Background: an optimization exercise with open tools, aiming at small area and a short achievable clock period. Do not read the settings as production practice. RTL that was checked went through simulation tests only; none was proved equivalent to the original. Power figures rest on the tool's default switching activity, not on a simulated workload.

==> garnet: inputs <==
## bit_population_counter
module bit_population_counter #(
  parameter WIDTH                 = 256
) (
  input  logic                    clk_i,
  input  logic                    srst_i,
  input  logic [WIDTH-1:0]        data_i,
  input  logic                    data_val_i,
  output logic [$clog2(WIDTH):0]  data_o,
  output logic                    data_val_o
);
export LEC_CHECK = 0
export CAP_MARGIN = 20
export CORE_MARGIN = 2
export CORE_UTILIZATION = 40
export CTS_BUF_LIST = sky130_fd_sc_hd__clkbuf_8
export SLEW_MARGIN = 20
export SYNTH_HIERARCHICAL = 1
create_clock -name core_clock -period 11.0 [get_ports {clk_i}]
standard.sh (not shown) runs the stock make flow with config.mk's settings and CLKGATE_MAP_FILE= SYNTH_SCRIPT=/design/flow/synth_recipe.tcl, a recipe that flattens the netlist after the stock synthesis.
==> flow/flow/run.sh <==
#!/bin/bash
# The standard layout, with plain buf_1 cells as the port buffers and a small clock tree.
set -euo pipefail
export BUFFER_PORTS_ARGS="-buffer_cell sky130_fd_sc_hd__buf_1"
export CTS_ARGS="-sink_clustering_enable -repair_clock_nets -dont_use_dummy_load -buf_list sky130_fd_sc_hd__clkbuf_8"
bash standard.sh > standard.log 2>&1
==> inputs of sierra, as changes to garnet <==
--- a/flow/design.v
+++ b/flow/design.v
@@ -54,14 +54,13 @@
 logic s369, c370, s371, c372, s373, c374, s375, c376, s377, c378, s379, c380, s381, c382, s383, c384;
 logic s385, c386, s387, c388, s389, c390, s391, c392, s393, c394, s395, c396, s397, c398, s399, c400;
 logic s401, c402, s403, c404, s405, c406, s407, c408, s409, c410, s411, c412, s413, c414, s415, c416;
 logic s417, c418, s419, c420, s421, c422, s423, c424, s425, c426, s427, c428, s429, c430, s431, c432;
 logic s433, c434, s435, c436, s437, c438, s439, c440, s441, c442, s443, c444, s445, c446, s447, c448;
 logic s449, c450, s451, c452, s453, c454, s455, c456, s457, c458, s459, c460, s461, c462, s463, c464;
-logic s465, c466, s467, c468, s469, c470, s471, c472, s473, c474, s475, c476, s477, c478, s479, c480;
-logic s481, c482, s483, c484, s485, c486, s487, c488, s489, c490, s491, c492, s493, c494;
+logic s465, c466, s467, c468, s469, c470, s471, c472, s473, c474;
   pc_fa u_s1 (.a(data_i[0]), .b(data_i[1]), .ci(data_i[2]), .s(s1), .co(c2));
   pc_fa u_s3 (.a(data_i[3]), .b(data_i[4]), .ci(data_i[5]), .s(s3), .co(c4));
   pc_fa u_s5 (.a(data_i[6]), .b(data_i[7]), .ci(data_i[8]), .s(s5), .co(c6));
   pc_fa u_s7 (.a(data_i[9]), .b(data_i[10]), .ci(data_i[11]), .s(s7), .co(c8));
   pc_fa u_s9 (.a(data_i[12]), .b(data_i[13]), .ci(data_i[14]), .s(s9), .co(c10));
   pc_fa u_s11 (.a(data_i[15]), .b(data_i[16]), .ci(data_i[17]), .s(s11), .co(c12));
@@ -321,19 +320,13 @@
   begin
     if( srst_i )
       data_val_o <= 1'b0;
     else
       data_val_o <= data_val_i;
   end
-  pc_fa u_s475 (.a(cs_q[6]), .b(cs_q[7]), .ci(cs_q[8]), .s(s475), .co(c476));
-  pc_ha u_s477 (.a(cs_q[12]), .b(cs_q[13]), .s(s477), .co(c478));
-  pc_ha u_s479 (.a(cs_q[9]), .b(cs_q[10]), .s(s479), .co(c480));
-  pc_fa u_s481 (.a(cs_q[14]), .b(cs_q[15]), .ci(s477), .s(s481), .co(c482));
-  pc_ha u_s483 (.a(cs_q[16]), .b(cs_q[17]), .s(s483), .co(c484));
-  pc_ha u_s485 (.a(cs_q[3]), .b(cs_q[4]), .s(s485), .co(c486));
-  pc_fa u_s487 (.a(cs_q[11]), .b(s479), .ci(s475), .s(s487), .co(c488));
-  pc_fa u_s489 (.a(c480), .b(c476), .ci(s481), .s(s489), .co(c490));
-  pc_fa u_s491 (.a(c478), .b(s483), .ci(c482), .s(s491), .co(c492));
-  pc_ha u_s493 (.a(cs_q[18]), .b(c484), .s(s493), .co(c494));
-assign data_o = {1'b0, c494, c492, c490, c488, c486, s485, cs_q[2], cs_q[0]}
-              + {1'b0, 1'b0, s493, s491, s489, s487, cs_q[5], 1'b0, cs_q[1]};
+assign data_o = 9'( {cs_q[18], cs_q[16], cs_q[12], cs_q[6], cs_q[3], cs_q[2], cs_q[0]} )
+              + 9'( {1'b0, cs_q[17], cs_q[13], cs_q[7], cs_q[4], 1'b0, cs_q[1]} )
+              + 9'( {1'b0, 1'b0, cs_q[14], cs_q[8], cs_q[5], 1'b0, 1'b0} )
+              + 9'( {1'b0, 1'b0, cs_q[15], cs_q[9], 1'b0, 1'b0, 1'b0} )
+              + 9'( {1'b0, 1'b0, 1'b0, cs_q[10], 1'b0, 1'b0, 1'b0} )
+              + 9'( {1'b0, 1'b0, 1'b0, cs_q[11], 1'b0, 1'b0, 1'b0} );
 endmodule
==> flow/flow/run.sh (replaced) <==
#!/bin/bash
# The standard layout, with plain buf_1 cells as the port buffers and a small clock tree.
set -euo pipefail
export BUFFER_PORTS_ARGS="-buffer_cell sky130_fd_sc_hd__buf_1"
export CTS_ARGS="-sink_clustering_enable -repair_clock_nets -dont_use_dummy_load -buf_list sky130_fd_sc_hd__clkbuf_4"
bash standard.sh > standard.log 2>&1
--- a/flow/config.mk
+++ b/flow/config.mk
@@ -5,9 +5,9 @@
 export SDC_FILE = /design/flow/constraint.sdc
 export NUM_CORES = 4
 export LEC_CHECK = 0
 export CAP_MARGIN = 20
 export CORE_MARGIN = 2
 export CORE_UTILIZATION = 40
-export CTS_BUF_LIST = sky130_fd_sc_hd__clkbuf_8
+export CTS_BUF_LIST = sky130_fd_sc_hd__clkbuf_4
 export SLEW_MARGIN = 20
 export SYNTH_HIERARCHICAL = 1
==> inputs of umber, as changes to garnet <==
--- a/flow/design.v
+++ b/flow/design.v
@@ -14,23 +14,30 @@
   output logic s,
   output logic co
 );
   assign s  = a ^ b;
   assign co = a & b;
 endmodule
+module pc_cpa (
+  input  logic [8:0] x,
+  output logic [8:0] s
+);
+  assign s = {1'b0, x[7], x[6], x[5], x[4], x[3], x[2], x[1], x[0]}
+           + {1'b0, 1'b0, 1'b0, 1'b0, 1'b0, 1'b0, 1'b0, 1'b0, x[8]};
+endmodule
 module bit_population_counter #(
   parameter WIDTH                 = 256
 ) (
   input  logic                    clk_i,
   input  logic                    srst_i,
   input  logic [WIDTH-1:0]        data_i,
   input  logic                    data_val_i,
   output logic [$clog2(WIDTH):0]  data_o,
   output logic                    data_val_o
 );
-logic [18:0] cs_d, cs_q;
+logic [19:0] cs_d, cs_q;
 logic s1, c2, s3, c4, s5, c6, s7, c8, s9, c10, s11, c12, s13, c14, s15, c16;
 logic s17, c18, s19, c20, s21, c22, s23, c24, s25, c26, s27, c28, s29, c30, s31, c32;
 logic s33, c34, s35, c36, s37, c38, s39, c40, s41, c42, s43, c44, s45, c46, s47, c48;
 logic s49, c50, s51, c52, s53, c54, s55, c56, s57, c58, s59, c60, s61, c62, s63, c64;
 logic s65, c66, s67, c68, s69, c70, s71, c72, s73, c74, s75, c76, s77, c78, s79, c80;
 logic s81, c82, s83, c84, s85, c86, s87, c88, s89, c90, s91, c92, s93, c94, s95, c96;
@@ -292,13 +299,12 @@
   pc_fa u_s461 (.a(c428), .b(c430), .ci(c432), .s(s461), .co(c462));
   pc_fa u_s463 (.a(s455), .b(s457), .ci(c434), .s(s463), .co(c464));
   pc_fa u_s465 (.a(c442), .b(c444), .ci(c446), .s(s465), .co(c466));
   pc_fa u_s467 (.a(c448), .b(c450), .ci(c452), .s(s467), .co(c468));
   pc_fa u_s469 (.a(c454), .b(s465), .ci(c456), .s(s469), .co(c470));
   pc_fa u_s471 (.a(s467), .b(c458), .ci(c460), .s(s471), .co(c472));
-  pc_fa u_s473 (.a(c466), .b(c468), .ci(c470), .s(s473), .co(c474));
 assign cs_d[0] = s251;  
 assign cs_d[1] = s253;  
 assign cs_d[2] = s379;  
 assign cs_d[3] = s437;  
 assign cs_d[4] = c380;  
 assign cs_d[5] = s439;  
@@ -309,31 +315,32 @@
 assign cs_d[10] = c440;  
 assign cs_d[11] = s463;  
 assign cs_d[12] = c462;  
 assign cs_d[13] = s469;  
 assign cs_d[14] = c464;  
 assign cs_d[15] = s471;  
-assign cs_d[16] = c472;  
-assign cs_d[17] = s473;  
-assign cs_d[18] = c474;  
+assign cs_d[16] = c466;  
+assign cs_d[17] = c468;  
+assign cs_d[18] = c470;  
+assign cs_d[19] = c472;  
 always_ff @( posedge clk_i )
   cs_q <= cs_d;
 always_ff @( posedge clk_i )
   begin
     if( srst_i )
       data_val_o <= 1'b0;
     else
       data_val_o <= data_val_i;
   end
+  pc_fa u_s473 (.a(cs_q[3]), .b(cs_q[4]), .ci(cs_q[5]), .s(s473), .co(c474));
   pc_fa u_s475 (.a(cs_q[6]), .b(cs_q[7]), .ci(cs_q[8]), .s(s475), .co(c476));
-  pc_ha u_s477 (.a(cs_q[12]), .b(cs_q[13]), .s(s477), .co(c478));
-  pc_ha u_s479 (.a(cs_q[9]), .b(cs_q[10]), .s(s479), .co(c480));
-  pc_fa u_s481 (.a(cs_q[14]), .b(cs_q[15]), .ci(s477), .s(s481), .co(c482));
-  pc_ha u_s483 (.a(cs_q[16]), .b(cs_q[17]), .s(s483), .co(c484));
-  pc_ha u_s485 (.a(cs_q[3]), .b(cs_q[4]), .s(s485), .co(c486));
-  pc_fa u_s487 (.a(cs_q[11]), .b(s479), .ci(s475), .s(s487), .co(c488));
-  pc_fa u_s489 (.a(c480), .b(c476), .ci(s481), .s(s489), .co(c490));
-  pc_fa u_s491 (.a(c478), .b(s483), .ci(c482), .s(s491), .co(c492));
-  pc_ha u_s493 (.a(cs_q[18]), .b(c484), .s(s493), .co(c494));
-assign data_o = {1'b0, c494, c492, c490, c488, c486, s485, cs_q[2], cs_q[0]}
-              + {1'b0, 1'b0, s493, s491, s489, s487, cs_q[5], 1'b0, cs_q[1]};
+  pc_fa u_s477 (.a(cs_q[9]), .b(cs_q[10]), .ci(cs_q[11]), .s(s477), .co(c478));
+  pc_fa u_s479 (.a(c474), .b(s475), .ci(s477), .s(s479), .co(c480));
+  pc_fa u_s481 (.a(cs_q[12]), .b(cs_q[13]), .ci(cs_q[14]), .s(s481), .co(c482));
+  pc_fa u_s483 (.a(cs_q[15]), .b(c476), .ci(c478), .s(s483), .co(c484));
+  pc_fa u_s485 (.a(s481), .b(c480), .ci(s483), .s(s485), .co(c486));
+  pc_fa u_s487 (.a(cs_q[16]), .b(cs_q[17]), .ci(cs_q[18]), .s(s487), .co(c488));
+  pc_fa u_s489 (.a(cs_q[19]), .b(c482), .ci(s487), .s(s489), .co(c490));
+  pc_fa u_s491 (.a(c484), .b(s489), .ci(c486), .s(s491), .co(c492));
+  pc_fa u_s493 (.a(c488), .b(c490), .ci(c492), .s(s493), .co(c494));
+  pc_cpa u_cpa (.x({cs_q[1], c494, s493, s491, s485, s479, s473, cs_q[2], cs_q[0]}), .s(data_o));
 endmodule
==> flow/flow/run.sh (replaced) <==
#!/bin/bash
# The standard layout (standard.sh), with plain buf_1 cells as the port buffers and a
# small clock tree. The make output goes to standard.log; each ORFS step logs to orfs/logs/.
set -euo pipefail
export BUFFER_PORTS_ARGS="-buffer_cell sky130_fd_sc_hd__buf_1"
export CTS_ARGS="-sink_clustering_enable -repair_clock_nets -dont_use_dummy_load -buf_list sky130_fd_sc_hd__clkbuf_8"
export SETUP_SLACK_MARGIN=5.6
export SETUP_MOVE_SEQUENCE=swap
bash standard.sh > standard.log 2>&1
--- a/flow/config.mk
+++ b/flow/config.mk
@@ -4,10 +4,10 @@
 export VERILOG_FILES = /design/flow/design.v
 export SDC_FILE = /design/flow/constraint.sdc
 export NUM_CORES = 4
 export LEC_CHECK = 0
 export CAP_MARGIN = 20
 export CORE_MARGIN = 2
-export CORE_UTILIZATION = 40
+export CORE_UTILIZATION = 65
 export CTS_BUF_LIST = sky130_fd_sc_hd__clkbuf_8
 export SLEW_MARGIN = 20
 export SYNTH_HIERARCHICAL = 1
==> metrics.md <==
| Metric | Value |
|---|---|
| Cell depth of the worst setup path | `9` |
| VDD IR max | `0.308 mV` |
| Crit path cell chain | `buf_1 > fa_1 > fa_1 > fa_1 > fa_1 > fa_1 > fa_1 > fa_1 > fa_1` |
| Final WL | `13100 µm` |
| Sequential area share after synthesis | `7.15%` |
| Status | `complete, no violations` |
| DR vias/cell | `4.49` |
| Logic inverters | `17` |
| Non-clk buf share | `14.7%` |
| End of the critical path | `cs_q[17]` |
| Proportion of cell area occupied by registers | `5.84%` |
| Seq group | `0.197 mW` |
[end of results for sierra]
==> metrics.md <==
| Metric | Value |
|---|---|
| Sequential area share after synthesis | `7.64%` |
| Status | `complete, no violations` |
| Final WL | `13200 µm` |
| Starting Density | `67.0%` |
| Seq group | `0.207 mW` |
| GPL Wtd Cong | `0.839` |
| DR vias/cell | `5.22` |
| Synth Net Count | `794` |
| Cell depth of the worst setup path | `8` |
| End of the critical path | `cs_q[2]` |
| Logic inverters | `0` |
| Crit path cell chain | `buf_1 > fa_1 > fa_1 > fa_1 > fa_1 > fa_1 > fa_1 > fa_1` |
| VDD IR max | `0.338 mV` |
| First DRT Iteration DRCs | `88` |
[end of results for umber]
==> metrics.md <==
| Metric | Value |
|---|---|
| Status | `complete, no violations` |
| End of the critical path | `cs_q[17]` |
| DR vias/cell | `4.55` |
| Non-clk buf share | `14.7%` |
| Most frequent cells after synthesis | `fa_1, dfxtp_1, ha_1, xnor2_1` |
| Post-CTS Setup Bufs | `0` |
| Sequential area share after synthesis | `7.22%` |
| Logic inverters | `3` |
| Crit path cell chain | `buf_1 > fa_1 > fa_1 > fa_1 > fa_1 > fa_1 > fa_1 > fa_1 > fa_1` |
| Seq group | `0.199 mW` |
| Proportion of cell area occupied by registers | `5.87%` |
| Finished Layout Cells | `749` |
| VDD IR max | `0.256 mV` |
| Final WL | `13300 µm` |
[end of results for garnet]
Only the layout flow was run in garnet and sierra; the RTL was not checked for function there.

[re-timing with driven ports]
The results above use ideal ports. As a check the final layouts listed here were re-extracted and re-timed, cells and wires unchanged.
Step 1 (the two cells are an assumption about what drives the block):
set clk [get_ports {clk_i}]
set_driving_cell -lib_cell sky130_fd_sc_hd__clkbuf_16 $clk
set_driving_cell -lib_cell sky130_fd_sc_hd__buf_2 [delete_from_list [all_inputs] $clk]
Step 2 adds t to the input delays and takes it off the output delays; t is the mean of the earliest and latest rising clock arrival at the registers after step 1. Input paths then give back, and output paths get back, about the clock's delay inside the block.
Slacks: ideal ports / drivers / drivers and shift; pairs: ideal ports / drivers.
| run | shift t [ns] | setup WS [ns] | latest minus earliest clock arrival (ns) | slew at the worst register clock pin (ns) |
|---|---|---|---|---|
| garnet | 0.283 | 5.187 / 5.191 / 4.907 | 0.011 / 0.011 | 0.08 / 0.08 |
| sierra | 0.320 | 5.209 / 5.211 / 4.891 | 0.028 / 0.028 | 0.12 / 0.12 |
| umber | 0.274 | 5.347 / 5.343 / 5.069 | 0.015 / 0.015 | 0.08 / 0.08 |
After both steps every run listed still meets setup and hold. For sierra, which loses most, drivers alone change the setup slack by +0.002 ns; drivers and shift together by -0.318 ns.
